Source: an optimization exercise on an open RTL-to-GDS flow (aim: small area). Production flows keep margins and buffers that such runs may drop. Function was checked by simulation only, so behaviour that the tests miss may differ from the original. Power is estimated from default activity; no workload was simulated.

### flow/design.v
module uart_rx #(
parameter BIT_RATE     = 115_200,     
parameter CLK_HZ       = 50_000_000,  
parameter PAYLOAD_BITS = 8,           
parameter STOP_BITS    = 1            
) (
input  wire       clk          ,  
input  wire       resetn       ,  
input  wire       uart_rxd     ,  
input  wire       uart_rx_en   ,  
output wire       uart_rx_break,  
output wire       uart_rx_valid,  
output reg  [PAYLOAD_BITS-1:0] uart_rx_data    
);
localparam  BIT_P           = 1_000_000_000 * 1/BIT_RATE;
localparam  CLK_P           = 1_000_000_000 * 1/CLK_HZ;
localparam       CYCLES_PER_BIT     = BIT_P / CLK_P;
localparam       COUNT_REG_LEN      = 1+$clog2(CYCLES_PER_BIT);
reg rxd_reg;
reg rxd_reg_0;
reg [PAYLOAD_BITS-1:0] recieved_data;
reg [COUNT_REG_LEN-1:0] cycle_counter;
reg [3:0] bit_counter;
reg bit_sample;
reg [2:0] fsm_state;
reg [2:0] n_fsm_state;
localparam FSM_IDLE = 0;
localparam FSM_START= 1;
localparam FSM_RECV = 2;
localparam FSM_STOP = 3;
assign uart_rx_break = uart_rx_valid && ~|recieved_data;
assign uart_rx_valid = fsm_state == FSM_STOP && n_fsm_state == FSM_IDLE;
always @(posedge clk) begin
    if(!resetn) begin
        uart_rx_data  <= {PAYLOAD_BITS{1'b0}};
    end else if (fsm_state == FSM_STOP) begin
        uart_rx_data  <= recieved_data;
    end
end
wire next_bit     = cycle_counter == CYCLES_PER_BIT ||
                        fsm_state       == FSM_STOP && 
                        cycle_counter   == CYCLES_PER_BIT/2;
wire payload_done = bit_counter   == PAYLOAD_BITS  ;
always @(*) begin : p_n_fsm_state
    case(fsm_state)
        FSM_IDLE : n_fsm_state = rxd_reg      ? FSM_IDLE : FSM_START;
        FSM_START: n_fsm_state = next_bit     ? FSM_RECV : FSM_START;
        FSM_RECV : n_fsm_state = payload_done ? FSM_STOP : FSM_RECV ;
        FSM_STOP : n_fsm_state = next_bit     ? FSM_IDLE : FSM_STOP ;
        default  : n_fsm_state = FSM_IDLE;
    endcase
end
integer i;
always @(posedge clk) begin : p_recieved_data
    if(!resetn) begin
        recieved_data <= {PAYLOAD_BITS{1'b0}};
    end else if(fsm_state == FSM_IDLE             ) begin
        recieved_data <= {PAYLOAD_BITS{1'b0}};
    end else if(fsm_state == FSM_RECV && next_bit ) begin
        recieved_data[PAYLOAD_BITS-1] <= bit_sample;
        for ( i = PAYLOAD_BITS-2; i >= 0; i = i - 1) begin
            recieved_data[i] <= recieved_data[i+1];
        end
    end
end
always @(posedge clk) begin : p_bit_counter
    if(!resetn) begin
        bit_counter <= 4'b0;
    end else if(fsm_state != FSM_RECV) begin
        bit_counter <= {COUNT_REG_LEN{1'b0}};
    end else if(fsm_state == FSM_RECV && next_bit) begin
        bit_counter <= bit_counter + 1'b1;
    end
end
always @(posedge clk) begin : p_bit_sample
    if(!resetn) begin
        bit_sample <= 1'b0;
    end else if (cycle_counter == CYCLES_PER_BIT/2) begin
        bit_sample <= rxd_reg;
    end
end
always @(posedge clk) begin : p_cycle_counter
    if(!resetn) begin
        cycle_counter <= {COUNT_REG_LEN{1'b0}};
    end else if(next_bit) begin
        cycle_counter <= {COUNT_REG_LEN{1'b0}};
    end else if(fsm_state == FSM_START || 
                fsm_state == FSM_RECV  || 
                fsm_state == FSM_STOP   ) begin
        cycle_counter <= cycle_counter + 1'b1;
    end
end
always @(posedge clk) begin : p_fsm_state
    if(!resetn) begin
        fsm_state <= FSM_IDLE;
    end else begin
        fsm_state <= n_fsm_state;
    end
end
always @(posedge clk) begin : p_rxd_reg
    if(!resetn) begin
        rxd_reg     <= 1'b1;
        rxd_reg_0   <= 1'b1;
    end else if(uart_rx_en) begin
        rxd_reg     <= rxd_reg_0;
        rxd_reg_0   <= uart_rxd;
    end
end
endmodule
module uart_tx #(
parameter BIT_RATE     = 115_200,     
parameter CLK_HZ       = 50_000_000,  
parameter PAYLOAD_BITS = 8,           
parameter STOP_BITS    = 1            
) (
input  wire         clk         ,  
input  wire         resetn      ,  
output wire         uart_txd    ,  
output wire         uart_tx_busy,  
input  wire         uart_tx_en  ,  
input  wire [PAYLOAD_BITS-1:0]   uart_tx_data   
);
localparam  BIT_P           = 1_000_000_000 * 1/BIT_RATE;
localparam  CLK_P           = 1_000_000_000 * 1/CLK_HZ;
localparam       CYCLES_PER_BIT     = BIT_P / CLK_P;
localparam       COUNT_REG_LEN      = 1+$clog2(CYCLES_PER_BIT);
reg txd_reg;
reg [PAYLOAD_BITS-1:0] data_to_send;
reg [COUNT_REG_LEN-1:0] cycle_counter;
reg [3:0] bit_counter;
reg [2:0] fsm_state;
reg [2:0] n_fsm_state;
localparam FSM_IDLE = 0;
localparam FSM_START= 1;
localparam FSM_SEND = 2;
localparam FSM_STOP = 3;
assign uart_tx_busy = fsm_state != FSM_IDLE;
assign uart_txd     = txd_reg;
wire next_bit     = cycle_counter == CYCLES_PER_BIT;
wire payload_done = bit_counter   == PAYLOAD_BITS  ;
wire stop_done    = bit_counter   == STOP_BITS && fsm_state == FSM_STOP;
always @(*) begin : p_n_fsm_state
    case(fsm_state)
        FSM_IDLE : n_fsm_state = uart_tx_en   ? FSM_START: FSM_IDLE ;
        FSM_START: n_fsm_state = next_bit     ? FSM_SEND : FSM_START;
        FSM_SEND : n_fsm_state = payload_done ? FSM_STOP : FSM_SEND ;
        FSM_STOP : n_fsm_state = stop_done    ? FSM_IDLE : FSM_STOP ;
        default  : n_fsm_state = FSM_IDLE;
    endcase
end
integer i;
always @(posedge clk) begin : p_data_to_send
    if(!resetn) begin
        data_to_send <= {PAYLOAD_BITS{1'b0}};
    end else if(fsm_state == FSM_IDLE && uart_tx_en) begin
        data_to_send <= uart_tx_data;
    end else if(fsm_state       == FSM_SEND       && next_bit ) begin
        for ( i = PAYLOAD_BITS-2; i >= 0; i = i - 1) begin
            data_to_send[i] <= data_to_send[i+1];
        end
    end
end
always @(posedge clk) begin : p_bit_counter
    if(!resetn) begin
        bit_counter <= 4'b0;
    end else if(fsm_state != FSM_SEND && fsm_state != FSM_STOP) begin
        bit_counter <= {COUNT_REG_LEN{1'b0}};
    end else if(fsm_state == FSM_SEND && n_fsm_state == FSM_STOP) begin
        bit_counter <= {COUNT_REG_LEN{1'b0}};
    end else if(fsm_state == FSM_STOP&& next_bit) begin
        bit_counter <= bit_counter + 1'b1;
    end else if(fsm_state == FSM_SEND && next_bit) begin
        bit_counter <= bit_counter + 1'b1;
    end
end
always @(posedge clk) begin : p_cycle_counter
    if(!resetn) begin
        cycle_counter <= {COUNT_REG_LEN{1'b0}};
    end else if(next_bit) begin
        cycle_counter <= {COUNT_REG_LEN{1'b0}};
    end else if(fsm_state == FSM_START || 
                fsm_state == FSM_SEND  || 
                fsm_state == FSM_STOP   ) begin
        cycle_counter <= cycle_counter + 1'b1;
    end
end
always @(posedge clk) begin : p_fsm_state
    if(!resetn) begin
        fsm_state <= FSM_IDLE;
    end else begin
        fsm_state <= n_fsm_state;
    end
end
always @(posedge clk) begin : p_txd_reg
    if(!resetn) begin
        txd_reg <= 1'b1;
    end else if(fsm_state == FSM_IDLE) begin
        txd_reg <= 1'b1;
    end else if(fsm_state == FSM_START) begin
        txd_reg <= 1'b0;
    end else if(fsm_state == FSM_SEND) begin
        txd_reg <= data_to_send[0];
    end else if(fsm_state == FSM_STOP) begin
        txd_reg <= 1'b1;
    end
end
endmodule
module packet_parser (
    input clk,                           
    input rst,                           
    input uart_rx,                       
    output reg [15:0] price_A,           
    output reg [15:0] price_B,           
    output reg packet_valid              
    );
    reg FSM_STATE;                   
    wire FSM_IDLE = 1'b0;            
    wire FSM_READING = 1'b1;         
    reg [2:0] byte_counter;          
    wire [7:0] received_packet;      
    wire uart_rx_valid;              
    reg [7:0] top_price_A;           
    reg [7:0] bottom_price_A;        
    reg [7:0] top_price_B;           
    reg [7:0] bottom_price_B;        
    always @ (posedge clk) begin
        packet_valid <= 0;
        if (!rst) begin              
            FSM_STATE <= FSM_IDLE;   
            packet_valid <= 0;
            price_A <= 0;
            price_B <= 0;
        end else if (uart_rx_valid) begin
            if (received_packet == 8'hAA && FSM_STATE == FSM_IDLE) begin
                FSM_STATE <= FSM_READING;    
                byte_counter <= 0;         
                packet_valid <= 0;
            end else if (FSM_STATE == FSM_READING && byte_counter < 4) begin
                case (byte_counter)
                    0: top_price_A <= received_packet;
                    1: bottom_price_A <= received_packet;
                    2: top_price_B <= received_packet;
                    3: bottom_price_B <= received_packet;
                    default: FSM_STATE <= FSM_READING; 
                endcase
                byte_counter <= byte_counter + 1;
                packet_valid <= 0;
            end else if (FSM_STATE == FSM_READING) begin
                FSM_STATE <= FSM_IDLE;
                if (received_packet == 8'h55) begin
                    price_A <= {top_price_A, bottom_price_A};
                    price_B <= {top_price_B, bottom_price_B};
                    packet_valid <= 1;
                end
            end
        end
    end
    uart_rx uart_receive (
        .clk(clk),
        .resetn(rst),
        .uart_rxd(uart_rx),
        .uart_rx_en(1'b1),
        .uart_rx_valid(uart_rx_valid),
        .uart_rx_data(received_packet)
    );
endmodule
module trade_strategy (
    input clk,                   
    input rst,                   
    input wire [15:0] price_A,    
    input wire [15:0] price_B,    
    input packet_valid,           
    output reg [15:0] profit,        
    output reg [1:0] trade_action    
    );
    always @ (posedge clk) begin
        trade_action <= 2'b00;       
        if (!rst) begin              
            trade_action <= 2'b00;   
            profit <= 0;             
        end else if (packet_valid) begin             
            if (price_A > price_B) begin             
                trade_action <= 2'b10;               
                profit <= price_A - price_B;
            end else if (price_B > price_A) begin    
                trade_action <= 2'b01;               
                profit <= price_B - price_A;
            end else begin                           
                trade_action <= 2'b00;               
                profit <= 0;                         
            end
        end
    end
endmodule
module arbitrage_engine (
    input clk,                       
    input rst,                       
    input uart_rx,                   
    output wire uart_tx              
    );
    wire packet_valid;               
    wire [15:0] price_A;             
    wire [15:0] price_B;             
    reg [7:0] uart_tx_data;          
    wire uart_tx_busy;               
    reg uart_tx_en;                   
    reg [15:0] profit_storage;       
    reg [1:0] trade_storage;         
    wire [7:0] header = 8'hAA;   
    wire [15:0] profit;          
    wire [1:0] trade_action;     
    wire [7:0] footer = 8'h55;   
    reg [2:0] FSM_STATE;                 
    localparam IDLE = 0;                 
    localparam SENT_HEADER = 1;          
    localparam SENT_TRADE = 2;           
    localparam SENT_TOP_PROFIT = 3;      
    localparam SENT_BOTTOM_PROFIT = 4;   
    always @ (posedge clk) begin
        uart_tx_en <= 1'b0;                          
        uart_tx_data <= 0;                           
        if (!rst) begin                              
            FSM_STATE <= IDLE;                       
            profit_storage <= 0;                     
            trade_storage <= 0;                      
        end else if (!uart_tx_busy && !uart_tx_en) begin     
            if (FSM_STATE == IDLE) begin             
                if (trade_action > 0) begin          
                    profit_storage <= profit;        
                    trade_storage <= trade_action;   
                    uart_tx_data <= header;          
                    uart_tx_en <= 1'b1;              
                    FSM_STATE <= SENT_HEADER;        
                end
            end else if (FSM_STATE == SENT_HEADER) begin     
                uart_tx_data <= {6'b0, trade_storage};       
                uart_tx_en <= 1'b1;                          
                FSM_STATE <= SENT_TRADE;                     
            end else if (FSM_STATE == SENT_TRADE) begin      
                uart_tx_data <= profit_storage[15:8];        
                uart_tx_en <= 1'b1;                          
                FSM_STATE <= SENT_TOP_PROFIT;                
            end else if (FSM_STATE == SENT_TOP_PROFIT) begin     
                uart_tx_data <= profit_storage[7:0];             
                uart_tx_en <= 1'b1;                              
                FSM_STATE <= SENT_BOTTOM_PROFIT;                 
            end else if (FSM_STATE == SENT_BOTTOM_PROFIT) begin  
                uart_tx_data <= footer;                          
                uart_tx_en <= 1'b1;                              
                FSM_STATE <= IDLE;                               
            end
        end
    end
    packet_parser price_packets (
        .clk(clk),
        .rst(rst),
        .uart_rx(uart_rx),
        .price_A(price_A),
        .price_B(price_B),
        .packet_valid(packet_valid)
    );
    trade_strategy trade_strategy (
        .clk(clk),
        .rst(rst),
        .price_A(price_A),
        .price_B(price_B),
        .packet_valid(packet_valid),
        .profit(profit),
        .trade_action(trade_action)
    );
    uart_tx uart_transmit (
        .clk(clk),
        .resetn(rst),
        .uart_txd(uart_tx),
        .uart_tx_busy(uart_tx_busy),
        .uart_tx_en(uart_tx_en),
        .uart_tx_data(uart_tx_data)
    );
endmodule
### flow/run.sh
#!/bin/bash
# synth_recipe.tcl (not shown) runs the flow's synth.tcl, then flattens the netlist and writes it again
# the make line also repeats each setting of config.mk as NAME=value (left out here)
make -C /OpenROAD-flow-scripts/flow DESIGN_CONFIG=/design/flow/config.mk WORK_HOME=/design/flow/orfs CLKGATE_MAP_FILE= SYNTH_SCRIPT=/design/flow/synth_recipe.tcl finish
### flow/constraint.sdc
create_clock -name core_clock -period 20.0 [get_ports {clk}]
set_input_delay 4.0000 -clock core_clock [delete_from_list [all_inputs] [get_ports {clk}]]
set_output_delay 4.0000 -clock core_clock [all_outputs]
set_load 0.01 [all_outputs]
### flow/config.mk
export PLATFORM = sky130hd
export DESIGN_NAME = arbitrage_engine
export DESIGN_NICKNAME = arbitrage_engine
export VERILOG_FILES = /design/flow/design.v
export SDC_FILE = /design/flow/constraint.sdc
export NUM_CORES = 4
export LEC_CHECK = 0
export CAP_MARGIN = 20
export CORE_MARGIN = 2
export CORE_UTILIZATION = 40
export SLEW_MARGIN = 20
==> results of run 1 <==
power groups by stage:
stage	combinational, uW	sequential [uW]	clock (uW)
detailed placement	7.22	371	0
global placement	7.19	371	0
floorplan	5.23	371	0
CTS	7.22	363	333
global route	8.00	363	347
finish	7.02	363	326
placed cells by master, fill, tap and decap left out, types with 7 or more instances in the layout:
cell,instances
sky130_fd_sc_hd__nand2_1,180
sky130_fd_sc_hd__dfxtp_1,142
sky130_fd_sc_hd__a21oi_1,102
sky130_fd_sc_hd__nor2_1,86
sky130_fd_sc_hd__inv_1,53
sky130_fd_sc_hd__ha_1,47
sky130_fd_sc_hd__edfxtp_1,35
sky130_fd_sc_hd__o21ai_0,29
sky130_fd_sc_hd__nand3_1,24
sky130_fd_sc_hd__clkbuf_16,17
sky130_fd_sc_hd__mux2i_1,15
sky130_fd_sc_hd__xor2_1,14
sky130_fd_sc_hd__nor3_1,13
sky130_fd_sc_hd__a211oi_1,13
sky130_fd_sc_hd__xnor2_1,13
sky130_fd_sc_hd__and2_1,12
sky130_fd_sc_hd__nor2b_1,12
sky130_fd_sc_hd__nand4_1,12
sky130_fd_sc_hd__a21o_1,10
sky130_fd_sc_hd__o211ai_1,8
sky130_fd_sc_hd__nor3b_1,8
sky130_fd_sc_hd__mux2_2,7
sky130_fd_sc_hd__a32o_1,7
per-layer routing:
metal  wire [um]  part of all wire [%]  vias up
met4         303                   1.6        0
met5           0                     0        -
li1            -                     -     3455
met3         407                   2.2       18
met1        9310                    50     3110
met2        8740                    47       78
synth_stat cells (8+ instances only):
master                     instances  share of area, %
sky130_fd_sc_hd__nand2_1         180               7.6
sky130_fd_sc_hd__dfxtp_1         142                32
sky130_fd_sc_hd__a21oi_1         102               5.8
sky130_fd_sc_hd__nor2_1           86               3.7
sky130_fd_sc_hd__inv_1            54               2.3
sky130_fd_sc_hd__ha_1             47               6.7
sky130_fd_sc_hd__edfxtp_1         35                12
sky130_fd_sc_hd__o21ai_0          29               1.6
sky130_fd_sc_hd__clkbuf_1         25               1.1
sky130_fd_sc_hd__nand3_1          24               1.4
sky130_fd_sc_hd__mux2i_1          15               1.7
sky130_fd_sc_hd__xor2_1           14               1.4
sky130_fd_sc_hd__a211oi_1         13               1.1
sky130_fd_sc_hd__nor3_1           13              0.74
sky130_fd_sc_hd__xnor2_1          13               1.3
sky130_fd_sc_hd__and2_1           12              0.85
sky130_fd_sc_hd__buf_2            12              0.68
sky130_fd_sc_hd__nand4_1          12              0.85
sky130_fd_sc_hd__nor2b_1          12              0.85
sky130_fd_sc_hd__a21o_1           10              0.85
sky130_fd_sc_hd__nor3b_1           8              0.68
sky130_fd_sc_hd__o211ai_1          8              0.68
per-stage QoR:
step | area (um^2) | hold slack [ns] | util (%)
after detailed placement | 8980 | 0.399 | 41.3
final | 9600 | 0.417 | 44.1
after floorplan | 8840 | 0.386 | -
after CTS | 9580 | 0.421 | 44.0
after global routing | 9600 | 0.465 | 44.1
after global placement | 8980 | 0.405 | 41.3
final timing paths:
check	depth (start not counted)	endpoint	startpoint	slack [ns]
max reg2reg	9	trade_strategy.profit[12]	price_packets.price_A[11]	16.91
min	1	price_packets.uart_receive.rxd_reg	price_packets.uart_receive.rxd_reg_0	0.42
min reg2reg	1	price_packets.uart_receive.rxd_reg	price_packets.uart_receive.rxd_reg_0	0.42
max	5	price_packets.bottom_price_B[7]	rst	14.39
cells by family (layout without fill, tap and decap cells):
logic type / Yosys count / count (layout)
XOR/XNOR: 27 / 27
AO/OA/AOI/OAI: 231 / 231
adder cells (fa/ha/maj): 49 / 49
buffers and inverters: 104 / 95
flip-flops: 177 / 177
multiplexers: 22 / 22
AND/OR/NAND/NOR: 397 / 397
cell type report:
class / instances / area (um^2)
fill: 2153 / 12200
multi-input combinational: 726 / 4480
sequential: 177 / 3890
clock buffer: 19 / 453
tap: 280 / 350
inverter: 55 / 206
clock inverter: 13 / 140
timing repair buffer: 8 / 71.3
==> flow_metrics.tcl, run 1 <==
set metrics [dict create \
    globalRoute.busiestLayer "met2" \
    worstHoldPathType "reg -> reg" \
    fp.dieW_um 153 \
    dp.final_hpwl_um 13600 \
    overall_die_area_um2 23300 \
    synth-edff-count 35 \
    floorplan.initialDensity_pct 40.6 \
    area_growth_syn_to_layout_pct 8.55 \
    critical_path.startpoint_type "input pin" \
    synth.yosys.seq_area_share_pct 44.0 \
    combPwrFrac_pct 1.0 \
    final-setup-viol-count 0 \
    post_synth_fa_ha_maj_area_fraction_pct 7.11 \
    sw_share_pct 23.0 \
    layout-drive-gt1-share_pct 7.01 \
    layout.cells.non_filler 1278 \
    postSynthCellCount 1007 \
    clock-sinks 177 \
    switching_power_uw 160 \
    grt_util_met3_pct 2.99 \
    grt_setup_unrepaired "no" \
    placedCellCount 1244 \
    final.setup.tns_ns 0 \
    end_kind "register" \
    criticalPathCategory "in -> reg" \
    power.leakage_uw 0.00332 \
    core-area_um2 21800 \
    numCtsBuffers 17 \
    slowest_delay_ns 0.45 \
    pwr-share-seq_pct 52.1 \
    global_route_wire_length_before_repair_um 31600 \
    cell_internal_pwr_uw 536 \
    clockRootBuffer "sky130_fd_sc_hd__clkbuf_16" \
    post_drt_via_cell_ratio 5.21 \
    cts_max_path_buffers 2 \
    synth.mux.area_fraction_pct 2.59 \
    antenna_left 0 \
    tightest_slew_ns 0.991 \
    grt_overflow_total 0 \
    route.vias.total 6661 \
    synth_flop_cell "sky130_fd_sc_hd__dfxtp_1" \
    postSynthAreaPerCell_um2 8.78 \
    gr-usage-met2_pct 26.8 \
    synth.cell_area_um2 8840 \
    detail_route.wirelength_um 18800 \
    cts-hold-fix-buffers 0 \
    fmaxAchievable_ghz 0.178 \
    worst_slew_margin_rel_pct 33.9 \
    peakVddDrop_uv 39.3 \
    period_needed_ns 5.61 \
    final_hold_violations 0 \
    placementRows 54 \
    cts_htree_levels 4 \
    overall_global_routing_resource_usage_pct 16.4 \
    post-route-worst-setup-slack_ns 14.39 \
    drt-wirelength-per-cell_um 14.7 \
    power_density_nw_per_um2 72.6 \
    finalClockSkew_ns 0.0125 \
    detailedRoute.firstPassIterationCount 5 \
    cts.clk_slew.worst_paths_ns 0.07 \
    yosys_synthesis_warning_count 5 \
    crit_arrival_ns 5.71 \
    design.final.nets 1037 \
    remaining_drc_errors 0 \
    grt_max_degree 64 \
    slew_viol_final 0 \
    cp_top_delay_family "simple AND/OR/NAND/NOR gates" \
    tritoncts_clock_tree "yes" \
    grt_pass1_vias 6339 \
    die_h_um 153 \
    synth_seq_cells 177 \
    worst_slack_placed_ns 13.93 \
    crit_required_ns 20.10 \
    synth_nets 1059 \
    clock_power_share_pct 46.9 \
    detail_route.iter0.violations 383 \
    placement.io_buffers 3 \
    gpl.final_weighted_congestion 0.885 \
    worst_path_max_delay_cell "sky130_fd_sc_hd__clkdlybuf4s50_1" \
    synth-compound-area-share_pct 17.0 \
    critical_path_buf_inv_count 2 \
    post_layout_total_power_uw 696 \
    synth_cell_type_count 79 \
    async_set_or_reset_flop_fraction_in_the_synthesized_netlist_pct 0 \
    cts_setup_buffers 0 \
    io_pins 4 \
    grt_met1_use_pct 21.9 \
    antenna_cells 0 \
    cap_viol_max_count 0 \
    post_cts_resized 0 \
    critical_path.max_fanout 16 \
    status "finished clean" \
    synthXorXnorAreaFrac_pct 2.68 \
    synth_simple_gate_area_share_pct 21.3 \
    critical_path.cell_chain "clkdlybuf4s50_1 > buf_4 > o211ai_1 > nor3b_1 > and2_1" \
    antenna_found_initial 0 \
    main_combinational_cell_family_by_area_after_synthesis "simple AND/OR/NAND/NOR gates" \
    post-route-period-util_pct 28.1 \
    clkLatencyLatePin_ns 0.44 \
]
==> inputs of run 2 (changes only) <==
==> flow/design.v (replaced) <==
module arbitrage_engine (
    input  clk,
    input  rst,         
    input  uart_rx,
    output uart_tx
);
    localparam [8:0] CPB  = 9'd434;       
    localparam [8:0] HALF = 9'd217;       
    reg       s1, s2;
    reg [8:0] rc;
    reg [3:0] rj;
    wire r_idle = ~rj[3] & rj[1] & ~rj[0];       
    wire r_stop = ~rj[3] & ~rj[1] & ~rj[0];      
    wire r_wrap = rc == CPB;
    wire r_ev   = rc == HALF;
    wire dev    = r_ev & rj[3];                  
    wire vld    = r_ev & r_stop;                 
    always @(posedge clk) begin
        s1 <= uart_rx | ~rst;
        s2 <= s1 | ~rst;
        if (~rst | r_idle | r_wrap) rc <= 9'd0;
        else rc <= rc + 9'd1;
        if (~rst | vld) rj <= 4'd6;
        else if (r_wrap | (r_idle & ~s2)) rj <= rj + 4'd1;
    end
    reg [2:0] ps;
    wire p_idle = ~ps[2] & ~ps[0];
    wire p_a    = ~ps[2] & ps[0];
    wire p_bh   = ps[2] & ps[0];
    wire p_b    = ps[2] & ps[1];
    wire p_ft   = ps[2] & ~ps[1];
    reg  m;
    wire m_bit = s2 ^ rj[0] ^ p_ft;              
    always @(posedge clk) begin
        if (r_idle) m <= 1'b1;
        else if (dev) m <= m & ~m_bit;
    end
    always @(posedge clk) begin
        if (~rst) ps <= 3'b000;
        else if (vld & (~p_idle | m)) ps <= {ps[1:0], ~ps[2]};
    end
    reg  [15:0] P;
    reg         br, bh;
    wire        pa   = P[0];
    wire        din  = p_b ? (s2 ^ pa ^ br) : s2;
    wire        xfer;
    always @(posedge clk) begin
        if ((dev & ~p_ft) | xfer) P <= {din, P[15:1]};
        if (p_a | (vld & p_bh)) br <= 1'b0;
        else if (dev & p_b) br <= (~pa & (s2 | br)) | (s2 & br);
        if (vld & p_bh) bh <= br;
    end
    wire pv = vld & p_ft & m;
    reg  pd1, pd2;
    always @(posedge clk) begin
        pd1 <= pv & rst;
        pd2 <= pd1 & rst;
    end
    wire hz    = ~|P[7:0];
    wire lz    = ~|P[15:8];
    wire eq    = hz & ~bh & lz;
    wire neg   = bh | (hz & br);                 
    wire kh    = br | (neg & lz);
    reg [2:0] eb;
    reg [3:0] q;
    reg [8:0] c;
    reg       txd;
    reg [15:0] R;
    reg        rneg, k;
    wire t_idle = q == 4'd3;
    wire t_en   = q == 4'd4;
    wire t_start= q == 4'd7;
    wire t_data = q[3];
    wire nb     = c == CPB;
    wire e_idle = eb == 3'd0;
    wire pick   = pd2 & ~eq & t_idle & e_idle;
    wire go     = t_idle & (~e_idle | pick);
    assign xfer = (eb == 3'd1) & t_start & (c[8:4] == 5'b00001);
    wire e_prof = (eb == 3'd3) | (eb == 3'd4);
    wire rtx    = nb & t_data & e_prof;
    always @(posedge clk) begin
        if (~rst) q <= 4'd3;
        else if (t_en) q <= 4'd7;
        else if (nb | (q == 4'd0) | (q == 4'd2) | go) q <= q + 4'd1;
        if (~rst | nb) c <= 9'd0;
        else if (~t_idle & ~t_en) c <= c + 9'd1;
        if (~rst) eb <= 3'd0;
        else if (go) eb <= (eb == 3'd4) ? 3'd0 : eb + 3'd1;
        if (xfer | rtx) R <= {pa, R[15:1]};
        if (pick) rneg <= neg;
        if (pick) k <= kh;
        else if ((eb == 3'd4) & t_start) k <= rneg;
        else if (rtx) k <= k & ~R[0];
    end
    wire [2:0] bi = q[2:0];
    reg  bitval;
    always @(*) begin
        case (eb)
            3'd1:    bitval = bi[0];
            3'd2:    bitval = (bi == 3'd0) ? rneg : (bi == 3'd1) ? ~rneg : 1'b0;
            3'd3,
            3'd4:    bitval = R[0] ^ rneg ^ k;
            default: bitval = ~bi[0];
        endcase
    end
    always @(posedge clk) begin
        if (~rst) txd <= 1'b1;
        else if (t_data) txd <= bitval;
        else if (q == 4'd0) txd <= txd;
        else txd <= ~t_start;
    end
    assign uart_tx = txd;
endmodule
==> run 2 against run 1 <==
Net effect:
- still clean
- wire length down 72%
- largest power group unchanged
- sequential share of layout area up 11 points
- sequential cell count down 103
- worst setup slack better by 0.35 ns
- critical endpoint is now rc[5]
- power down 55%
==> flow_metrics.tcl, run 2 <==
set metrics [dict create \
    critical_path.max_fanout 18 \
    hp-start "R[13]" \
    critical_path.cell_chain "clkdlybuf4s50_1 > nand3_1 > nor2b_1" \
    post_synthesis_cell_type_with_the_largest_combined_area "sky130_fd_sc_hd__edfxtp_1" \
    layout-drive-gt1-share_pct 9.12 \
    clockRootBuffer "sky130_fd_sc_hd__clkbuf_8" \
    clkLatencyLatePin_ns 0.34 \
    overall_die_area_um2 8890 \
    placedCellCount 393 \
    post_cts_resized 0 \
    post_drt_via_cell_ratio 5.05 \
    cts-hold-fix-buffers 0 \
    core-area_um2 7810 \
    detail_route.wirelength_um 5310 \
    floorplan.initialDensity_pct 41.8 \
    most_common_cell_in_the_netlist "sky130_fd_sc_hd__dfxtp_1" \
    power.leakage_uw 0.00128 \
    slew_viol_final 0 \
    mostFrequentLayoutCell "sky130_fd_sc_hd__dfxtp_1" \
    n_fill_cell 746 \
    tightest_slew_ns 0.706 \
    drt-wirelength-per-cell_um 13.0 \
    peakVddDrop_uv 38.2 \
    detail_route.iter0.violations 52 \
    final_hold_violations 0 \
    postSynthCellCount 291 \
    placementRows 32 \
    yosys_synthesis_warning_count 1 \
    status "finished clean" \
    crit_arrival_ns 5.54 \
    grt_overflow_total 0 \
    detailedRoute.firstPassIterationCount 4 \
    cp_top_delay_family "buffers and inverters" \
    placement.io_buffers 3 \
    worst_path_max_delay_cell "sky130_fd_sc_hd__clkdlybuf4s50_1" \
    synth_nets 309 \
    postLayoutCoreUtil_pct 45.8 \
    finalClockSkew_ns 0.00692 \
    post_synth_fa_ha_maj_area_fraction_pct 5.98 \
    power_density_nw_per_um2 87.4 \
    cts_max_path_buffers 2 \
    main_combinational_cell_family_by_area_after_synthesis "simple AND/OR/NAND/NOR gates" \
    overall_global_routing_resource_usage_pct 13.7 \
    grt_setup_unrepaired "no" \
    antenna_left 0 \
    synthXorXnorAreaFrac_pct 5.37 \
    postPlaceCellArea_um2 3410 \
    final.setup.tns_ns 0 \
    synth_seq_cells 74 \
    die_h_um 94.3 \
    synth_cell_type_count 51 \
    end_kind "register" \
    remaining_drc_errors 0 \
    launching_element_of_the_worst_setup_path "rst" \
    clock-sinks 74 \
    crit_required_ns 20.28 \
    criticalPathCategory "in -> reg" \
    io_pins 4 \
    async_set_or_reset_flop_fraction_in_the_synthesized_netlist_pct 0 \
    tritoncts_clock_tree "yes" \
    cts_setup_buffers 0 \
    fin_area_um2 3580 \
    grt_pass1_vias 2018 \
    numCtsBuffers 9 \
    period_needed_ns 5.26 \
    layout.cells.non_filler 409 \
    synth-compound-area-share_pct 8.44 \
    synth.cell_area_um2 3260 \
    postSynthAreaPerCell_um2 11.2 \
    critical_path_buf_inv_count 1 \
    slowest_delay_ns 0.87 \
    fp.dieW_um 94.3 \
    gpl.final_weighted_congestion 0.774 \
    worst_slew_margin_rel_pct 52.5 \
    post-route-period-util_pct 26.3 \
    fmaxAchievable_ghz 0.190 \
    netlist.area_leader.share_pct 32.2 \
    synth_simple_gate_area_share_pct 20.3 \
    global_route_wire_length_before_repair_um 9360 \
    synth.mux.area_fraction_pct 1.57 \
    cts.clk_slew.worst_paths_ns 0.07 \
    finalHoldWorstSlack_ns 0.421 \
    netlist_top_cells_count "sky130_fd_sc_hd__dfxtp_1 (39), sky130_fd_sc_hd__edfxtp_1 (35), sky130_fd_sc_hd__nand2_1 (31)" \
    rr_startpoint "c[0]" \
    biggestRegsByFlops "P x16, R x16" \
    worstHoldPathType "reg -> reg" \
    cap_viol_max_count 0 \
    cts_htree_levels 3 \
    critical_path.startpoint_type "input pin" \
    mostFrequentLayoutCells "sky130_fd_sc_hd__dfxtp_1 (39), sky130_fd_sc_hd__edfxtp_1 (35), sky130_fd_sc_hd__nand2_1 (31), sky130_fd_sc_hd__nor2_1 (24), sky130_fd_sc_hd__inv_1 (15)" \
    synth-edff-count 35 \
    grt_max_degree 19 \
    synth_flop_cell "sky130_fd_sc_hd__dfxtp_1" \
    dp.final_hpwl_um 3610 \
    synth.top_cells.by_area "sky130_fd_sc_hd__edfxtp_1 (32%), sky130_fd_sc_hd__dfxtp_1 (24%), sky130_fd_sc_hd__ha_1 (5.4%)" \
    antenna_cells 0 \
    antenna_found_initial 0 \
    design.final.nets 320 \
    area_growth_syn_to_layout_pct 9.63 \
    final-setup-viol-count 0 \
    synth.yosys.seq_area_share_pct 56.2 \
    route.vias.total 2065 \
]
-- run 2: cell count changes after synthesis, moves of 22 or more --
cell,delta
sky130_fd_sc_hd__dfxtp_1,-103
sky130_fd_sc_hd__clkbuf_1,-22
sky130_fd_sc_hd__nor2_1,-62
sky130_fd_sc_hd__nand2_1,-149
sky130_fd_sc_hd__inv_1,-39
sky130_fd_sc_hd__a21oi_1,-89
sky130_fd_sc_hd__ha_1,-33
-- run 2: final timing paths --
path | end | slack [ns] | depth (start not counted)
setup reg to reg | R[2] | 17.82 | 7
hold reg to reg | R[12] | 0.42 | 0
setup / recovery | rc[5] | 14.74 | 3
hold / removal | R[12] | 0.42 | 0
-- run 2: kinds of logic (layout without fill, tap and decap cells) --
group	after synthesis	in the layout
adders and majority gates	15	15
buffers and inverters	19	35
xor gates and xnor gates	20	20
muxes	5	5
AOI/OAI and AO/OA	41	41
and+or+nand+nor	117	117
DFF	74	74
-- run 2: routing by layer --
metal | vias to the layer above | routed length, um | GRT usage, %
li1 | 1064 | - | -
met3 | 6 | 190 | 4.82
met2 | 25 | 2440 | 21.3
met5 | - | 0 | 0
met1 | 970 | 2610 | 17.3
met4 | 0 | 65 | 5.68
-- run 2: worst register-to-register path: stages (launching register included) --
cell and delay [ns]:
sky130_fd_sc_hd__dfxtp_1 0.34, sky130_fd_sc_hd__inv_1 0.06, sky130_fd_sc_hd__ha_1 0.13, sky130_fd_sc_hd__inv_1 0.04, sky130_fd_sc_hd__or4_4 0.54, sky130_fd_sc_hd__inv_1 0.08
sky130_fd_sc_hd__nand3_1 0.10, sky130_fd_sc_hd__nand2_1 0.52
-- run 2: metrics by stage --
stage / total power [uW] / setup WS [ns]
finish: 312 / 14.74
global route: 332 / 14.60
global placement: 217 / 14.43
detailed placement: 217 / 14.40
floorplan: 207 / 15.24
CTS: 317 / 14.75
-- run 2: cell type report --
type / count / area [um^2] / area share (%)
Inverter: 15 / 56.3 / 1.57
Multi-Input combinational cell: 198 / 1360 / 38.0
Sequential cell: 74 / 1830 / 51.2
Clock inverter: 4 / 20.0 / 0.560
Clock buffer: 12 / 145 / 4.06
Tap cell: 102 / 128 / 3.57
Timing Repair Buffer: 4 / 37.5 / 1.05
-- run 2: power breakdown --
| group | switching (uW) | leakage, uW | internal, uW | total [uW] |
|---|---|---|---|---|
| Clock | 51.4 | 0.0000899 | 47.7 | 99.1 |
| Sequential | 7.09 | 0.000635 | 162 | 169 |
| Combinational | 25.8 | 0.000554 | 18.6 | 44.5 |
==> inputs of run 3 (changes only) <==
==> flow/design.v (replaced) <==
module arbitrage_engine (
    input  clk,
    input  rst,         
    input  uart_rx,
    output uart_tx
);
    reg       s1;
    reg [8:0] rc;
    reg [3:0] rj;
    wire r_idle = ~rj[3] & rj[1] & ~rj[0];       
    wire r_stop = ~rj[3] & ~rj[1] & ~rj[0];      
    wire r_wrap = rc[8] & rc[7] & rc[5] & rc[3] & ~rc[2] & rc[1] & ~rc[0];
    wire r_ev   = rc[8] & ~rc[7] & ~rc[5] & rc[4] & ~rc[3] & rc[2] & ~rc[0];
    wire dev    = r_ev & rj[3];                  
    wire vld    = r_ev & r_stop;                 
    always @(posedge clk) begin
        s1 <= uart_rx | ~rst;
        if (~rst | r_idle | r_wrap) rc <= 9'd130;
        else rc <= {rc[7:0], ~(rc[8] ^ rc[3])};
        if (~rst | vld) rj <= 4'd6;
        else if (r_wrap | (r_idle & ~s1)) rj <= rj + 4'd1;
    end
    reg [2:0] ps;
    wire p_idle = ~ps[2] & ~ps[0];
    wire p_a    = ~ps[2] & ps[0];
    wire p_bh   = ps[2] & ps[0];
    wire p_b    = ps[2] & ps[1];
    wire p_ft   = ps[2] & ~ps[1];
    reg  m;
    wire m_bit = s1 ^ rj[0] ^ p_ft;              
    always @(posedge clk) begin
        if (r_idle) m <= 1'b1;
        else if (dev) m <= m & ~m_bit;
    end
    reg  [15:0] P;
    reg         br, bh;
    wire        pa   = P[0];
    wire        din  = p_b ? (s1 ^ pa ^ br) : s1;
    wire        xfer;
    wire hz    = ~|P[7:0];
    wire lz    = ~|P[15:8];
    wire eq    = hz & ~bh & lz;
    wire neg   = bh | (hz & br);                 
    wire kh    = br | (neg & lz);
    always @(posedge clk) begin
        if (~rst) ps <= 3'b000;
        else if (ps == 3'b010) ps <= 3'b101;
        else if (ps == 3'b101) ps <= 3'b000;
        else if (vld & p_ft) ps <= (m & ~eq) ? 3'b010 : 3'b000;
        else if (vld & (~p_idle | m)) ps <= {ps[1:0], ~ps[2]};
    end
    always @(posedge clk) begin
        if ((dev & ~p_ft) | xfer) P <= {din, P[15:1]};
        if (p_a | (vld & p_bh)) br <= 1'b0;
        else if (dev & p_b) br <= (~pa & (s1 | br)) | (s1 & br);
        if (vld & p_bh) bh <= br;
    end
    reg [2:0] eb;
    reg [3:0] q;
    reg [8:0] c;
    reg       txd;
    reg [15:0] R;
    reg        rneg, k;
    wire t_idle = q == 4'd3;
    wire t_en   = q == 4'd6;
    wire t_pre  = q == 4'd5;
    wire t_start= q == 4'd7;
    wire t_data = q[3];
    wire nb     = c[8] & c[7] & c[6] & c[5] & c[3] & c[1] & c[0];
    wire e_idle = eb == 3'd0;
    wire pick   = (ps == 3'b101) & e_idle & (t_idle | (q == 4'd2));
    wire go     = t_idle & ~e_idle;
    assign xfer = (eb == 3'd1) & t_start & c[5] & c[4] & c[1] & c[0];
    wire e_prof = (eb == 3'd3) | (eb == 3'd4);
    wire rtx    = nb & t_data & e_prof;
    always @(posedge clk) begin
        if (~rst) q <= 4'd3;
        else if (pick) q <= 4'd5;
        else if (go) q <= 4'd6;
        else if (nb | (q == 4'd0) | (q == 4'd2) | t_pre | t_en) q <= q + 4'd1;
        if (~rst | nb) c <= 9'd230;
        else if (~t_idle & ~t_en & ~t_pre) c <= {c[7:0], ~(c[8] ^ c[3])};
        if (~rst) eb <= 3'd0;
        else if (go | pick) eb <= (eb == 3'd4) ? 3'd0 : eb + 3'd1;
        if (xfer | rtx) R <= {pa, R[15:1]};
        if (pick) rneg <= neg;
        if (pick) k <= kh;
        else if ((eb == 3'd4) & t_start) k <= rneg;
        else if (rtx) k <= k & ~R[0];
    end
    wire [2:0] bi = q[2:0];
    reg  bitval;
    always @(*) begin
        case (eb)
            3'd1:    bitval = bi[0];
            3'd2:    bitval = (bi == 3'd0) ? rneg : (bi == 3'd1) ? ~rneg : 1'b0;
            3'd3,
            3'd4:    bitval = R[0] ^ rneg ^ k;
            default: bitval = ~bi[0];
        endcase
    end
    always @(posedge clk) begin
        if (~rst) txd <= 1'b1;
        else if (t_data) txd <= bitval;
        else if (q == 4'd0) txd <= txd;
        else txd <= ~t_start;
    end
    assign uart_tx = txd;
endmodule
==> run 3 against run 2 <==
Net effect:
- cell count shrank 7.8%
- still clean on timing, DRC and antenna
- highest routed layer unchanged
- die area down 6.7%
- first-iteration DRC count grew 63%
==> flow_metrics.tcl, run 3 <==
set metrics [dict create \
    finalClockSkew_ns 0.00705 \
    layout-drive-gt1-share_pct 7.91 \
    core-area_um2 7290 \
    tritoncts_clock_tree "yes" \
    synth.cell_area_um2 3030 \
    postSynthCellCount 265 \
    detailedRoute.firstPassIterationCount 5 \
    slew_viol_final 0 \
    synth_nets 278 \
    biggestRegsByFlops "P x16, R x16" \
    grt_setup_unrepaired "no" \
    dr_wl_met2_um 2420 \
    grt_pass1_vias 1917 \
    io_pins 4 \
    cts_setup_buffers 0 \
    end_kind "register" \
    power.leakage_uw 0.00125 \
    tightest_slew_ns 0.669 \
    post-route-worst-setup-slack_ns 14.70 \
    postPlaceCellArea_um2 3170 \
    critical_path.cell_chain "clkdlybuf4s50_1 > inv_1 > a2111oi_0 > a211oi_1" \
    synth_seq_cells 71 \
    final-setup-viol-count 0 \
    post_cts_resized 0 \
    n_fill_cell 727 \
    route.vias.total 1950 \
    critical_path.startpoint_type "input pin" \
    finalHoldWorstSlack_ns 0.409 \
    global_route_wire_length_before_repair_um 9000 \
    cts_htree_levels 3 \
    topRoutingLayerUsed "met4" \
    worst_slack_placed_ns 14.31 \
    crit_arrival_ns 5.49 \
    area_growth_syn_to_layout_pct 11.1 \
    antenna_cells 0 \
    fin_area_um2 3370 \
    remaining_drc_errors 0 \
    cts.clk_slew.worst_paths_ns 0.07 \
    wl_met3_um 169 \
    crit_required_ns 20.19 \
    mostFrequentLayoutCell "sky130_fd_sc_hd__dfxtp_1" \
    placementRows 31 \
    grt_max_degree 17 \
    post-route-period-util_pct 26.5 \
    placement.io_buffers 3 \
    overall_global_routing_resource_usage_pct 13.4 \
    grt_overflow_total 0 \
    final.setup.tns_ns 0 \
    most_common_cell_in_the_netlist "sky130_fd_sc_hd__dfxtp_1" \
    antenna_left 0 \
    post_drt_via_cell_ratio 5.17 \
    criticalPathCategory "in -> reg" \
    gpl.final_weighted_congestion 0.863 \
    power_density_nw_per_um2 100 \
    detail_route.wirelength.met1_um 2600 \
    synth-edff-count 35 \
    netlist.area_leader.share_pct 34.6 \
    final_hold_violations 0 \
    synth_cell_type_count 51 \
    cp_num_cells 4 \
    floorplan.initialDensity_pct 41.6 \
    postLayoutCoreUtil_pct 46.2 \
    die_h_um 91.1 \
    detail_route.iter0.violations 85 \
    fmaxAchievable_ghz 0.189 \
    clkLatencyLatePin_ns 0.33 \
    design.final.nets 287 \
    fp.dieW_um 91.1 \
    timing.reg2reg.worst_path_depth 5 \
    cts_max_path_buffers 2 \
    cts-hold-fix-buffers 0 \
    clock-sinks 71 \
    worstHoldPathType "reg -> reg" \
    worst_path_max_delay_cell "sky130_fd_sc_hd__clkdlybuf4s50_1" \
    mostFrequentLayoutCells "sky130_fd_sc_hd__dfxtp_1 (36), sky130_fd_sc_hd__edfxtp_1 (35), sky130_fd_sc_hd__nand2_1 (23), sky130_fd_sc_hd__nor2_1 (20), sky130_fd_sc_hd__inv_1 (12)" \
    numCtsBuffers 9 \
    synth_flop_cell "sky130_fd_sc_hd__dfxtp_1" \
    async_set_or_reset_flop_fraction_in_the_synthesized_netlist_pct 0 \
    antenna_found_initial 0 \
    detail_route.wirelength_um 5220 \
    critical_path_buf_inv_count 2 \
    worst_slew_margin_rel_pct 55.3 \
    netlist_top_cells_count "sky130_fd_sc_hd__dfxtp_1 (36), sky130_fd_sc_hd__edfxtp_1 (35), sky130_fd_sc_hd__nand2_1 (23)" \
    clockRootBuffer "sky130_fd_sc_hd__clkbuf_8" \
    synth.top_cells.by_area "sky130_fd_sc_hd__edfxtp_1 (35%), sky130_fd_sc_hd__dfxtp_1 (24%), sky130_fd_sc_hd__ha_1 (3.7%)" \
    cap_viol_max_count 0 \
    yosys_synthesis_warning_count 1 \
    synth.yosys.seq_area_share_pct 58.4 \
    cp_top_delay_family "buffers and inverters" \
    period_needed_ns 5.30 \
    status "finished clean" \
    post_synthesis_cell_type_with_the_largest_combined_area "sky130_fd_sc_hd__edfxtp_1" \
    slowest_delay_ns 0.75 \
    postSynthAreaPerCell_um2 11.4 \
    dp.final_hpwl_um 3590 \
    whs_path_depth 1 \
    drt-wirelength-per-cell_um 13.8 \
    overall_die_area_um2 8300 \
    critical_path.max_fanout 11 \
    peakVddDrop_uv 44.1 \
]
run 3: where the power goes:
group | switching, uW | internal (uW) | leakage, uW
Combinational | 26.0 | 24.7 | 0.000540
Clock | 48.9 | 68.0 | 0.000102
Sequential | 9.86 | 160 | 0.000608
Total | 84.8 | 253 | 0.00125
run 3: cell families after synthesis:
kind of cell               after synthesis  synth area share (%)
and+or+nand+nor                         98                  17.7
DFF                                     71                  58.4
AOI/OAI and AO/OA                       48                  11.0
buffers and inverters                   19                  2.52
muxes                                   12                  4.00
adders and majority gates               10                  4.37
xor gates and xnor gates                 7                  2.02
run 3: worst paths after layout:
check / startpoint / slack (ns) / end
worst max-delay path: rst / 14.70 / q[1]
worst min-delay path: rc[6] / 0.41 / rc[7]
worst max register to register: q[0] / 17.78 / R[13]
worst min register to register: rc[6] / 0.41 / rc[7]
run 3: cell type report:
class                      count  area [um^2]  area share, %
sequential                    71         1770           52.5
multi-input combinational    175         1190           35.2
clock buffer                   9          124           3.67
tap                           99          124           3.67
clock inverter                 6         76.3           2.26
timing repair buffer           5         45.0           1.34
inverter                      12         45.0           1.34
run 3: routing by layer:
metal	track usage (%)	vias to the layer above
met3	4.40	2
met2	21.0	33
met4	3.79	0
met1	17.9	927
met5	0	-
li1	-	988
run 3: worst register-to-register path, stage by stage (launching register included):
cell and delay [ns]:
sky130_fd_sc_hd__dfxtp_1 0.45, sky130_fd_sc_hd__ha_1 0.34, sky130_fd_sc_hd__nand3b_1 0.18, sky130_fd_sc_hd__nor2_1 0.14, sky130_fd_sc_hd__nand4b_1 0.19, sky130_fd_sc_hd__nand2_1 0.56
run 3: per-stage QoR:
stage / instances / total power [uW]
floorplan: 265 / 212
global placement: 362 / 223
detailed placement: 362 / 224
CTS: 377 / 342
global route: 377 / 356
finish: 377 / 338
==> inputs of run 4 (changes only) <==
--- a/flow/design.v
+++ b/flow/design.v
@@ -4,7 +4,7 @@
     input  uart_rx,
     output uart_tx
 );
-    reg       s1;
+    wire      s1 = uart_rx;
     reg [8:0] rc;
     reg [3:0] rj;
     wire r_idle = ~rj[3] & rj[1] & ~rj[0];       
@@ -14,7 +14,6 @@
     wire dev    = r_ev & rj[3];                  
     wire vld    = r_ev & r_stop;                 
     always @(posedge clk) begin
-        s1 <= uart_rx | ~rst;
         if (~rst | r_idle | r_wrap) rc <= 9'd130;
         else rc <= {rc[7:0], ~(rc[8] ^ rc[3])};
         if (~rst | vld) rj <= 4'd6;
@@ -59,45 +58,48 @@
     reg [3:0] q;
     reg [8:0] c;
     reg       txd;
+    reg       f;         
     reg [15:0] R;
     reg        rneg, k;
     wire t_idle = q == 4'd3;
     wire t_en   = q == 4'd6;
-    wire t_pre  = q == 4'd5;
+    wire t_pre  = (q == 4'd4) | (q == 4'd5);
     wire t_start= q == 4'd7;
     wire t_data = q[3];
     wire nb     = c[8] & c[7] & c[6] & c[5] & c[3] & c[1] & c[0];
-    wire e_idle = eb == 3'd0;
-    wire pick   = (ps == 3'b101) & e_idle & (t_idle | (q == 4'd2));
+    wire e_idle = ~eb[1] & ~eb[0];
+    wire e_sh   = ~eb[1] & eb[0];
+    wire e_st   = ~eb[2] & eb[1];
+    wire e_prof = eb[2];
+    wire e_lo   = eb[2] & ~eb[0];
+    wire pick   = ps == 3'b101;
     wire go     = t_idle & ~e_idle;
-    assign xfer = (eb == 3'd1) & t_start & c[5] & c[4] & c[1] & c[0];
-    wire e_prof = (eb == 3'd3) | (eb == 3'd4);
+    assign xfer = e_sh & t_start & c[5] & c[4] & c[1] & c[0];
     wire rtx    = nb & t_data & e_prof;
     always @(posedge clk) begin
         if (~rst) q <= 4'd3;
-        else if (pick) q <= 4'd5;
+        else if (pick) q <= 4'd4;
         else if (go) q <= 4'd6;
         else if (nb | (q == 4'd0) | (q == 4'd2) | t_pre | t_en) q <= q + 4'd1;
-        if (~rst | nb) c <= 9'd230;
-        else if (~t_idle & ~t_en & ~t_pre) c <= {c[7:0], ~(c[8] ^ c[3])};
+        if (~rst | nb | t_idle | t_pre | (t_en & ~f)) c <= 9'd230;
+        else c <= {c[7:0], ~(c[8] ^ c[3])};
+        if (~rst) f <= 1'b0;
+        else if (q == 4'd2) f <= 1'b1;
         if (~rst) eb <= 3'd0;
-        else if (go | pick) eb <= (eb == 3'd4) ? 3'd0 : eb + 3'd1;
+        else if (go | pick) eb <= {eb[1] & eb[0], eb[0], ~eb[2]};
         if (xfer | rtx) R <= {pa, R[15:1]};
         if (pick) rneg <= neg;
         if (pick) k <= kh;
-        else if ((eb == 3'd4) & t_start) k <= rneg;
+        else if (e_lo & t_start) k <= rneg;
         else if (rtx) k <= k & ~R[0];
     end
     wire [2:0] bi = q[2:0];
     reg  bitval;
     always @(*) begin
-        case (eb)
-            3'd1:    bitval = bi[0];
-            3'd2:    bitval = (bi == 3'd0) ? rneg : (bi == 3'd1) ? ~rneg : 1'b0;
-            3'd3,
-            3'd4:    bitval = R[0] ^ rneg ^ k;
-            default: bitval = ~bi[0];
-        endcase
+        if (e_sh)        bitval = bi[0];
+        else if (e_st)   bitval = (bi == 3'd0) ? rneg : (bi == 3'd1) ? ~rneg : 1'b0;
+        else if (e_prof) bitval = R[0] ^ rneg ^ k;
+        else             bitval = ~bi[0];
     end
     always @(posedge clk) begin
         if (~rst) txd <= 1'b1;
--- a/flow/config.mk
+++ b/flow/config.mk
@@ -8,4 +8,7 @@
 export CAP_MARGIN = 20
 export CORE_MARGIN = 2
 export CORE_UTILIZATION = 40
+export CTS_BUF_LIST = sky130_fd_sc_hd__clkbuf_4
+export CTS_CLUSTER_DIAMETER = 200
+export CTS_CLUSTER_SIZE = 40
 export SLEW_MARGIN = 20
==> run 4 against run 3 <==
Net effect:
- still clean
- clock skew up 0.0042 ns
- via count down 8.9%
- maximum frequency about the same
- synthesized area down 5.9%
- critical endpoint is now uart_tx
- largest cell class unchanged
==> flow_metrics.tcl, run 4 <==
set metrics [dict create \
    status "finished clean" \
    dp.final_hpwl_um 3210 \
    overall_global_routing_resource_usage_pct 13.6 \
    critical_path.cell_chain "clkdlybuf4s50_1" \
    critical_path.max_fanout 2 \
    global_route_wire_length_before_repair_um 7870 \
    netlist_top_cells_count "sky130_fd_sc_hd__dfxtp_1 (36), sky130_fd_sc_hd__edfxtp_1 (35), sky130_fd_sc_hd__nor2_1 (16)" \
    placementRows 30 \
    detail_route.iter0.violations 72 \
    die_h_um 88.5 \
    tightest_slew_ns 0.720 \
    synth_flop_cell "sky130_fd_sc_hd__dfxtp_1" \
    floorplan.initialDensity_pct 41.6 \
    synth_cell_type_count 49 \
    wl_met3_um 193 \
    grt_pass1_vias 1627 \
    post_cts_resized 0 \
    peakVddDrop_uv 44.5 \
    synth_nets 244 \
    final_hold_violations 0 \
    critical_path.startpoint_type "register" \
    postLayoutCoreUtil_pct 46.6 \
    switching_power_uw 80.9 \
    end_kind "output port" \
    power.leakage_uw 0.00110 \
    power_density_nw_per_um2 106 \
    cts_setup_buffers 0 \
    postSynthCellCount 235 \
    design.final.nets 254 \
    clockRootBuffer "sky130_fd_sc_hd__clkbuf_4" \
    mostFrequentLayoutCells "sky130_fd_sc_hd__dfxtp_1 (36), sky130_fd_sc_hd__edfxtp_1 (35), sky130_fd_sc_hd__nor2_1 (16), sky130_fd_sc_hd__and2_1 (14), sky130_fd_sc_hd__nand2_1 (13)" \
    topRoutingLayerUsed "met4" \
    worst_path_max_delay_cell "sky130_fd_sc_hd__clkdlybuf4s50_1" \
    most_common_cell_in_the_netlist "sky130_fd_sc_hd__dfxtp_1" \
    clkLatencyLatePin_ns 0.40 \
    worstHoldPathType "reg -> reg" \
    cell_internal_pwr_uw 259 \
    criticalPathCategory "reg -> out" \
    post_synthesis_cell_type_with_the_largest_combined_area "sky130_fd_sc_hd__edfxtp_1" \
    core-area_um2 6870 \
    worst_slack_placed_ns 14.34 \
    gpl.final_weighted_congestion 0.886 \
    period_needed_ns 5.30 \
    drt-wirelength-per-cell_um 13.8 \
    antenna_cells 0 \
    n_fill_cell 620 \
    cts.clk_slew.worst_paths_ns 0.11 \
    detail_route.wirelength.met1_um 2310 \
    pwr-share-seq_pct 50.6 \
    cts_htree_levels 3 \
    antenna_left 0 \
    overall_die_area_um2 7830 \
    combPwrFrac_pct 12.3 \
    synth_seq_cells 71 \
    fp.dieW_um 88.5 \
    synth-edff-count 35 \
    synth.yosys.seq_area_share_pct 62.0 \
    numCtsBuffers 9 \
    grt_max_degree 17 \
    clock_power_share_pct 37.1 \
    worst_slew_margin_rel_pct 51.9 \
    fmaxAchievable_ghz 0.189 \
    final.setup.tns_ns 0 \
    post_drt_via_cell_ratio 5.14 \
    antenna_found_initial 0 \
    cap_viol_max_count 0 \
    synth.top_cells.by_area "sky130_fd_sc_hd__edfxtp_1 (37%), sky130_fd_sc_hd__dfxtp_1 (25%), sky130_fd_sc_hd__and2_1 (3.1%)" \
    synth.cell_area_um2 2860 \
    post-route-period-util_pct 26.5 \
    postSynthAreaPerCell_um2 12.2 \
    layout-drive-gt1-share_pct 11.6 \
    cts_max_path_buffers 2 \
    final-setup-viol-count 0 \
    placement.io_buffers 3 \
    post-route-worst-setup-slack_ns 14.70 \
    detail_route.wirelength_um 4760 \
    netlist.area_leader.share_pct 36.8 \
    io_pins 4 \
    sw_share_pct 23.8 \
    yosys_synthesis_warning_count 1 \
    biggestRegsByFlops "P x16, R x16" \
    finalClockSkew_ns 0.0112 \
    clock-sinks 71 \
    route.vias.total 1777 \
    dr_wl_met2_um 2210 \
    grt_setup_unrepaired "no" \
    slew_viol_final 0 \
    remaining_drc_errors 0 \
    cp_top_delay_family "buffers and inverters" \
    cts-hold-fix-buffers 0 \
    crit_arrival_ns 1.30 \
    critical_path_buf_inv_count 1 \
    crit_required_ns 16.00 \
    area_growth_syn_to_layout_pct 12.2 \
    detailedRoute.firstPassIterationCount 4 \
    slowest_delay_ns 0.54 \
    grt_overflow_total 0 \
    mostFrequentLayoutCell "sky130_fd_sc_hd__dfxtp_1" \
    async_set_or_reset_flop_fraction_in_the_synthesized_netlist_pct 0 \
    tritoncts_clock_tree "yes" \
]
-- run 4: cell types whose count changed after synthesis, sizes merged, moves of 4 or more --
cell | previous run | this run
nand3 | 11 | 5
nor2 | 20 | 16
a2111oi | 4 | 0
inv | 12 | 7
nand2b | 5 | 9
nand2 | 23 | 13
mux2i | 11 | 5
nor4 | 2 | 6
and2 | 8 | 14
ha | 9 | 5
or4 | 5 | 1
-- run 4: cells by family (layout without fill, tap and decap cells) --
group / count (synthesis) / in the layout / synth area share, %
buffers and inverters: 14 / 29 / 1.93
AOI/OAI and AO/OA: 40 / 40 / 10.5
adders and majority gates: 6 / 6 / 2.89
DFF: 71 / 71 / 62.0
and+or+nand+nor: 92 / 92 / 18.7
xor gates and xnor gates: 7 / 7 / 2.15
muxes: 5 / 5 / 1.75
-- run 4: cell type report --
cell class | count | area [um^2] | area share (%)
Clock buffer | 10 | 75.1 | 2.34
Clock inverter | 6 | 133 | 4.14
Inverter | 8 | 30.0 | 0.937
Multi-Input combinational cell | 150 | 1030 | 32.1
Sequential cell | 71 | 1770 | 55.3
Tap cell | 96 | 120 | 3.75
Timing Repair Buffer | 5 | 45.0 | 1.41
-- run 4: power by group through the flow --
stage	clock (uW)	combinational, uW	sequential [uW]
2_1_floorplan	0	35.7	171
3_3_place_gp	0	41.4	175
3_5_place_dp	0	41.5	175
4_1_cts	130	41.8	172
5_1_grt	137	46.1	174
6_report	126	41.7	172
-- run 4: stage by stage --
stage          total power (uW)  instance area, um^2  cells  hold slack [ns]
2_1_floorplan               206                 2860    235            0.386
3_3_place_gp                217                 3000    330            0.395
3_5_place_dp                216                 3000    330            0.405
4_1_cts                     343                 3200    346            0.424
5_1_grt                     357                 3200    346            0.427
6_report                    340                 3200    346            0.421
-- run 4: worst reg2reg max path: cells and delay by family, from the launching register on --
family / cells / cell delay, ns
AOI/OAI and AO/OA: 1 / 0.28
adders and majority gates: 1 / 0.29
buffers and inverters: 1 / 0.29
DFF: 1 / 0.46
and+or+nand+nor: 2 / 0.71
-- run 4: path summary, 6_finish.rpt --
kind	slack [ns]	cells after the start	to	startpoint
setup / recovery	14.70	1	uart_tx	txd
hold / removal	0.42	0	R[9]	R[10]
setup reg to reg	17.68	5	P[5]	q[0]
hold reg to reg	0.42	0	R[9]	R[10]
-- run 4: layer usage --
metal,vias to the layer above,global-route usage [%]
met2,36,20.8
met1,843,16.8
met3,4,6.90
met5,-,0
li1,894,-
met4,0,4.27
==> inputs of run 5 (changes only) <==
--- a/flow/config.mk
+++ b/flow/config.mk
@@ -8,7 +8,4 @@
 export CAP_MARGIN = 20
 export CORE_MARGIN = 2
 export CORE_UTILIZATION = 40
-export CTS_BUF_LIST = sky130_fd_sc_hd__clkbuf_4
-export CTS_CLUSTER_DIAMETER = 200
-export CTS_CLUSTER_SIZE = 40
 export SLEW_MARGIN = 20
==> run 5 against run 4 <==
Net effect:
- worst setup slack worse by 0.055 ns
- maximum frequency is 1.0% lower
- register-to-register slack hardly changed
- utilization is 0.76 points higher
- still clean on timing, DRC and antenna
- via count is 0.39% higher
- final area is 1.6% higher
- clock power is 12% higher
- critical path depth is 3 higher
==> flow_metrics.tcl, run 5 <==
set metrics [dict create \
    peakVddDrop_uv 40.0 \
    placement.io_buffers 3 \
    yosys_synthesis_warning_count 1 \
    core-area_um2 6870 \
    postSynthAreaPerCell_um2 12.2 \
    worst_slack_placed_ns 14.34 \
    antenna_found_initial 0 \
    power.leakage_uw 0.00112 \
    biggestRegsByFlops "P x16, R x16" \
    antenna_left 0 \
    clkLatencyLatePin_ns 0.34 \
    async_set_or_reset_flop_fraction_in_the_synthesized_netlist_pct 0 \
    synth_nets 244 \
    numCtsBuffers 9 \
    crit_arrival_ns 5.55 \
    post-route-period-util_pct 26.8 \
    final.setup.tns_ns 0 \
    synthXorXnorAreaFrac_pct 2.15 \
    die_h_um 88.5 \
    post_synth_fa_ha_maj_area_fraction_pct 2.89 \
    io_pins 4 \
    final-setup-viol-count 0 \
    synth.top_cells.by_area "sky130_fd_sc_hd__edfxtp_1 (37%), sky130_fd_sc_hd__dfxtp_1 (25%), sky130_fd_sc_hd__and2_1 (3.1%)" \
    fmaxAchievable_ghz 0.187 \
    netlist_top_cells_count "sky130_fd_sc_hd__dfxtp_1 (36), sky130_fd_sc_hd__edfxtp_1 (35), sky130_fd_sc_hd__nor2_1 (16)" \
    end_kind "register" \
    main_combinational_cell_family_by_area_after_synthesis "simple AND/OR/NAND/NOR gates" \
    final_hold_violations 0 \
    post_layout_total_power_uw 355 \
    detail_route.iter0.violations 75 \
    crit_required_ns 20.20 \
    critical_path.max_fanout 11 \
    synth_seq_cells 71 \
    overall_global_routing_resource_usage_pct 13.6 \
    cts.clk_slew.worst_paths_ns 0.07 \
    grt_setup_unrepaired "no" \
    floorplan.initialDensity_pct 41.6 \
    synth_cell_type_count 49 \
    mostFrequentLayoutCells "sky130_fd_sc_hd__dfxtp_1 (36), sky130_fd_sc_hd__edfxtp_1 (35), sky130_fd_sc_hd__nor2_1 (16), sky130_fd_sc_hd__and2_1 (14), sky130_fd_sc_hd__nand2_1 (13)" \
    postLayoutCoreUtil_pct 47.4 \
    most_common_cell_in_the_netlist "sky130_fd_sc_hd__dfxtp_1" \
    synth-edff-count 35 \
    gpl.final_weighted_congestion 0.886 \
    grt_max_degree 17 \
    post-route-worst-setup-slack_ns 14.64 \
    cts-hold-fix-buffers 0 \
    cts_htree_levels 3 \
    dp.final_hpwl_um 3210 \
    tightest_slew_ns 0.729 \
    synth.yosys.seq_area_share_pct 62.0 \
    drt-wirelength-per-cell_um 13.8 \
    synth_flop_cell "sky130_fd_sc_hd__dfxtp_1" \
    power_density_nw_per_um2 109 \
    placementRows 30 \
    synth.mux.area_fraction_pct 1.75 \
    mostFrequentLayoutCell "sky130_fd_sc_hd__dfxtp_1" \
    antenna_cells 0 \
    design.final.nets 254 \
    clock-sinks 71 \
    detail_route.wirelength_um 4770 \
    area_growth_syn_to_layout_pct 14.0 \
    tritoncts_clock_tree "yes" \
    criticalPathCategory "in -> reg" \
    remaining_drc_errors 0 \
    netlist.area_leader.share_pct 36.8 \
    critical_path.startpoint_type "input pin" \
    route.vias.total 1784 \
    status "finished clean" \
    postSynthCellCount 235 \
    synth.cell_area_um2 2860 \
    finalClockSkew_ns 0.00693 \
    overall_die_area_um2 7830 \
    post_drt_via_cell_ratio 5.16 \
    layout-drive-gt1-share_pct 11.2 \
    synth_simple_gate_area_share_pct 18.7 \
    worstHoldPathType "reg -> reg" \
    finalHoldWorstSlack_ns 0.416 \
    cts_max_path_buffers 2 \
    post_cts_resized 0 \
    grt_pass1_vias 1644 \
    grt_overflow_total 0 \
    cts_setup_buffers 0 \
    slew_viol_final 0 \
    global_route_wire_length_before_repair_um 7870 \
    post_synthesis_cell_type_with_the_largest_combined_area "sky130_fd_sc_hd__edfxtp_1" \
    cap_viol_max_count 0 \
    worst_slew_margin_rel_pct 51.3 \
    period_needed_ns 5.36 \
    clockRootBuffer "sky130_fd_sc_hd__clkbuf_8" \
    synth-compound-area-share_pct 10.5 \
    fp.dieW_um 88.5 \
    detailedRoute.firstPassIterationCount 4 \
]
[run 5: through the flow]
step,area (um^2),std cells
5_1_grt,3260,346
4_1_cts,3260,346
2_1_floorplan,2860,235
3_3_place_gp,3000,330
3_5_place_dp,3000,330
6_report,3260,346
[run 5: per-layer routing]
layer | GRT usage (%) | vias to the layer above | share of wire (%)
met5 | 0 | - | 0
met4 | 4.27 | 0 | 1.5
met3 | 6.90 | 8 | 4.0
met2 | 20.8 | 32 | 46
met1 | 16.9 | 853 | 48
li1 | - | 891 | -
[run 5: area by class of cell]
| type | count | area, um^2 |
|---|---|---|
| fillers | 612 | 3610 |
| flip-flops and latches | 71 | 1770 |
| multi-input cells | 150 | 1030 |
| clock buffers | 13 | 191 |
| well taps | 96 | 120 |
| clock inverters | 3 | 68.8 |
| repair buffers | 5 | 45.0 |
| inverters | 8 | 30.0 |
[run 5: critical path, cell delays in order]
cell and delay, ns:
sky130_fd_sc_hd__clkdlybuf4s50_1 0.75, sky130_fd_sc_hd__clkinv_1 0.37, sky130_fd_sc_hd__nor4_1 0.37, sky130_fd_sc_hd__a31oi_1 0.06
[run 5: path summary, 6_finish.rpt]
kind,slack (ns),cells past startpoint,startpoint,endpoint
worst min-delay path,0.42,0,R[10],R[9]
worst min register to register,0.42,0,R[10],R[9]
worst max-delay path,14.64,4,rst,txd
worst max register to register,17.69,5,q[0],P[1]
[run 5: kinds of logic (layout without fill, tap and decap cells)]
logic type	Yosys count	count (layout)
and+or+nand+nor	92	92
AOI/OAI and AO/OA	40	40
adders and majority gates	6	6
muxes	5	5
DFF	71	71
buffers and inverters	14	29
xor gates and xnor gates	7	7
[run 5: where the power goes]
| part | switching (uW) | total [uW] | internal, uW |
|---|---|---|---|
| clock | 51.9 | 141 | 89.1 |
| sequential | 10.5 | 172 | 161 |
| combinational | 21.6 | 41.6 | 20.1 |
| total | 84.0 | 355 | 271 |

re-timing with driven ports:
The flow's constraints put no driver on any port. The routed layouts listed below were extracted and timed again, unchanged, in two steps. Step 1 assumes that a clkbuf_16 drives the clock port and a buf_2 every other input. Step 2, shift: input delay + t, output delay - t, t = (earliest + latest rising clock arrival at the registers) / 2. This alone moves slack from input paths to output paths. a / b / c = no drivers / after step 1 / after step 2; a / b = the first two.
| run | shift t [ns] | slack for setup (ns) | latest minus earliest clock arrival (ns) |
|---|---|---|---|
| run 1 | 0.478 | 14.389 / 14.415 / 13.936 | 0.016 / 0.017 |
| run 2 | 0.368 | 14.741 / 14.745 / 14.377 | 0.008 / 0.008 |
| run 3 | 0.353 | 14.696 / 14.700 / 14.346 | 0.008 / 0.007 |
| run 4 | 0.418 | 14.699 / 14.672 / 14.308 | 0.012 / 0.011 |
| run 5 | 0.364 | 14.644 / 14.652 / 14.288 | 0.008 / 0.008 |
After both steps setup and hold are still met in every run listed. For run 1, which loses most, drivers alone change the setup slack by +0.026 ns; drivers and shift together by -0.453 ns.
